Background: an optimization exercise with open tools, aiming at small area and a short achievable clock period. Do not read the settings as production practice.
Only simulation tests tie the RTL to the original design; equivalence was not proved.
Power and IR drop assume default switching activity.

## job 3736
==> flow/design.v (excerpt) <==
module pipeline(
  clk,
  resetn,
  o_instr_req_addr,
  o_instr_req_en,
  i_instr_res_data,
  o_mem_req_addr,
  o_mem_req_wr_data,
  o_mem_req_wr_en,
  o_mem_req_count,
  i_mem_res_rd_data,
  i_mem_res_code
);
  input clk;
  input resetn;
  output [31:0] o_instr_req_addr;
  output o_instr_req_en;
  input [31:0] i_instr_res_data;
  output [31:0] o_mem_req_addr;
  output [31:0] o_mem_req_wr_data;
  output o_mem_req_wr_en;
  output [1:0] o_mem_req_count;
  input [31:0] i_mem_res_rd_data;
  input [2:0] i_mem_res_code;
  wire rst = ~resetn;
  reg rst_q;
  assign o_instr_req_en = resetn;
  reg [31:0] f_pc;          
  reg [31:0] pcd;           
  reg [31:0] id_instr;
  reg [27:0] id_dec;        
  reg [31:0] id_pc;
  reg [31:0] hold_instr;    
  reg id_v;                 
  reg id_replay;            
  reg stall;                
  reg nx_in;                
  reg [4:0] alt_a, alt_b;   
  reg [31:0] id_rfa;        
  reg [31:0] id_rfb;        
  reg fa_ex, fa_me;         
  reg fb_ex, fb_me, fb_ld;  
  reg a_mem, b_mem;         
  reg [31:0] ex_res;        
  reg [31:0] ex_t;          
  reg ex_br;                
  reg ex_wr_alu, ex_wr_pc4, ex_wr_mem;
  reg [4:0] ex_rd;
  reg [1:0] ex_cnt;
  reg ex_we;
  reg [31:0] me_res;
  reg me_wr;
  reg me_ld;
  reg [4:0] me_rd;
  wire [31:0] o_pc = ex_br ? ex_t : rst_q ? 32'd0 : f_pc;
  assign o_instr_req_addr = o_pc;
  assign o_mem_req_addr = ex_res;
  ...
Settings: LEC_CHECK=0, CAP_MARGIN=20, CORE_MARGIN=2, CORE_UTILIZATION=40, SLEW_MARGIN=20; clock period 10.5 ns.
standard.sh (not shown) runs the stock make flow with config.mk's settings and CLKGATE_MAP_FILE= SYNTH_SCRIPT=/design/flow/synth_recipe.tcl, a recipe that flattens the netlist after the stock synthesis.
==> flow/flow/run.sh <==
#!/bin/bash
# Layout flow: the standard flow (standard.sh) with changes to how it
# optimises, not to what it builds or measures:
#  * ADDER_MAP_FILE is cleared, so synthesis skips the full/half adder
#    extraction and ABC maps the adders' logic together with the rest;
#  * port buffers are plain buffers (buf_2) rather than delay cells.
# Each make step writes its own log under orfs/logs/; the make output itself
# goes to standard.log here.
set -euo pipefail
export BUFFER_PORTS_ARGS="-buffer_cell sky130_fd_sc_hd__buf_2"
bash standard.sh ADDER_MAP_FILE= SETUP_SLACK_MARGIN=6.3 TNS_END_PERCENT=30 \
  "BUFFER_PORTS_ARGS=$BUFFER_PORTS_ARGS" finish > standard.log 2>&1
Changes in job 4981 relative to job 3736:
--- a/flow/flow/run.sh
+++ b/flow/flow/run.sh
@@ -11 +11 @@
-bash standard.sh ADDER_MAP_FILE= SETUP_SLACK_MARGIN=6.3 TNS_END_PERCENT=30 \
+bash standard.sh ADDER_MAP_FILE= SETUP_SLACK_MARGIN=6.1 TNS_END_PERCENT=30 \
Notes after the runs:
- The higher core utilization came out of job 3736.
- Looking at routed wire length across job 3736 and job 4981, the one that comes out lower is job 4981.
- Lower worst reg-to-reg path cell count among job 3736 and job 4981: job 3736
- Taking job 3736 as the reference, in job 4981 final critical delay including setup and external delays went up 0.31 ns, power went down 0.76%, sequential share of layout area went up 1.3 points.
- Job 4981: number of nets in the layout 79 below job 3736
- Job 4981 vs. job 3736: total clock buffers created by CTS now sits lower, detailed route wirelength on metal2 now sits lower, non-clock buffer count now sits lower.
Setup changes, job 4981 to job 5081
--- a/flow/flow/run.sh
+++ b/flow/flow/run.sh
@@ -11 +11 @@
-bash standard.sh ADDER_MAP_FILE= SETUP_SLACK_MARGIN=6.1 TNS_END_PERCENT=30 \
+bash standard.sh ADDER_MAP_FILE= SETUP_SLACK_MARGIN=6.3 TNS_END_PERCENT=10 \
==> comparison <==
- Relative to job 4981, the routed metal-1 wirelength of job 5081 is higher by 2.5%.
- As of job 5081, last weighted congestion value of the routability-driven placer had risen slightly compared to job 4981.
- There was hardly any difference in power between job 5081 and job 4981.
- Job 5081 ends up with higher wire length of the first global-routing pass than job 4981 does.
- What job 4981 reported for fmax has to be multiplied by 1.06 to get the figure for job 5081.
- Where via count is concerned, job 4981 is better than job 5081.
- Job 5081 vs. job 4981: clock period minus worst slack went down by 0.26 ns.
- Compared with job 4981, in job 5081 met3 routing resource usage after global routing now larger; overall track demand over capacity in global routing went up by 0.87 points.
- Per the comparison of job 5081 with job 4981, internal power of the cells dropped 0.78%; initial antenna violation count increased by 4 relative to the old numbers.
- Job 4981 reports its origin of the worst setup path as i_instr_res_data[18] while job 5081 reports i_instr_res_data[15].
- Looking at destination of the critical timing path, the id_rfa[4] result is from job 4981; the id_rfa[24] one comes from job 5081.

* * *

## v28
Another version of the RTL of pipeline (not shown whole).
For scale: ~5200 cells after synthesis, ~1300 flip-flops, about 170 I/O pins.
Settings: LEC_CHECK=0, CAP_MARGIN=20, CORE_MARGIN=2, CORE_UTILIZATION=40, SLEW_MARGIN=20; clock period 10.5 ns.
run.sh (not shown) runs the stock make flow with config.mk's settings and CLKGATE_MAP_FILE= SYNTH_SCRIPT=/design/flow/synth_recipe.tcl, a recipe that flattens the netlist after the stock synthesis.
Stock flow here: none of the scripts above is used.
## Diff of input files: v3 against v28
==> flow/flow/run.sh (new file) <==
#!/bin/bash
set -euo pipefail
bash standard.sh ADDER_MAP_FILE= SETUP_SLACK_MARGIN=6 finish > standard.log 2>&1
==> flow/standard.sh (new file) <==
#!/bin/bash
# synth_recipe.tcl (not shown) runs the flow's synth.tcl, then flattens the netlist and writes it again
# the make line also repeats each setting of config.mk as NAME=value (left out here)
make -C /OpenROAD-flow-scripts/flow DESIGN_CONFIG=/design/flow/config.mk WORK_HOME=/design/flow/orfs CLKGATE_MAP_FILE= SYNTH_SCRIPT=/design/flow/synth_recipe.tcl "${@:-finish}"
removed: flow/run.sh
Findings:
- Going from v28 to v3, the clock group share of total power was found to have gone down by 1.0 points.
- Comparing average footprint of a synthesized cell for v3 and v28, the smaller number came from v3.
- v3 ended up with a lower instance count on the critical path than v28 did.
- Going from v28 to v3, smallest setup slack after layout now sits higher, leakage dissipation now sits higher, max-slew headroom at the worst pin now sits higher, fraction of synthesized area in multiplexers now sits at about the same level.

[separate check: timing with driven ports]
In the flow no input, the clock included, has a driving cell. The finished layouts below were timed again as built, in two steps. Step 1, drivers: a clkbuf_16 drives clk and a buf_2 each remaining input, both assumed. Step 2 also shifts input and output timing later by t, the mid clock arrival at the registers, as if the neighbouring blocks saw the same clock. Three values: ideal ports, drivers, drivers and shift; two values: the first two.
run	shift t [ns]	setup WS [ns]	worst hold slack (ns)	worst setup path at the end	worst slew at a driven data input, ns
job 3736	0.897	6.098 / 6.058 / 5.219	0.376 / 0.376 / 0.376	input to register	0.16
job 4981	0.880	5.789 / 5.853 / 4.973	0.383 / 0.383 / 0.383	input to register	0.16
job 5081	0.901	6.045 / 6.043 / 5.207	0.374 / 0.374 / 0.374	input to register	0.17
v28	0.883	2.302 / 2.302 / 2.302	0.367 / 0.367 / 0.367	register to register	0.07
v3	0.895	4.840 / 4.840 / 4.010	0.372 / 0.372 / 0.372	input to register	0.07
After both steps every run listed still meets setup and hold. For job 3736, which loses most, drivers alone change the setup slack by -0.040 ns; drivers and shift together by -0.879 ns.
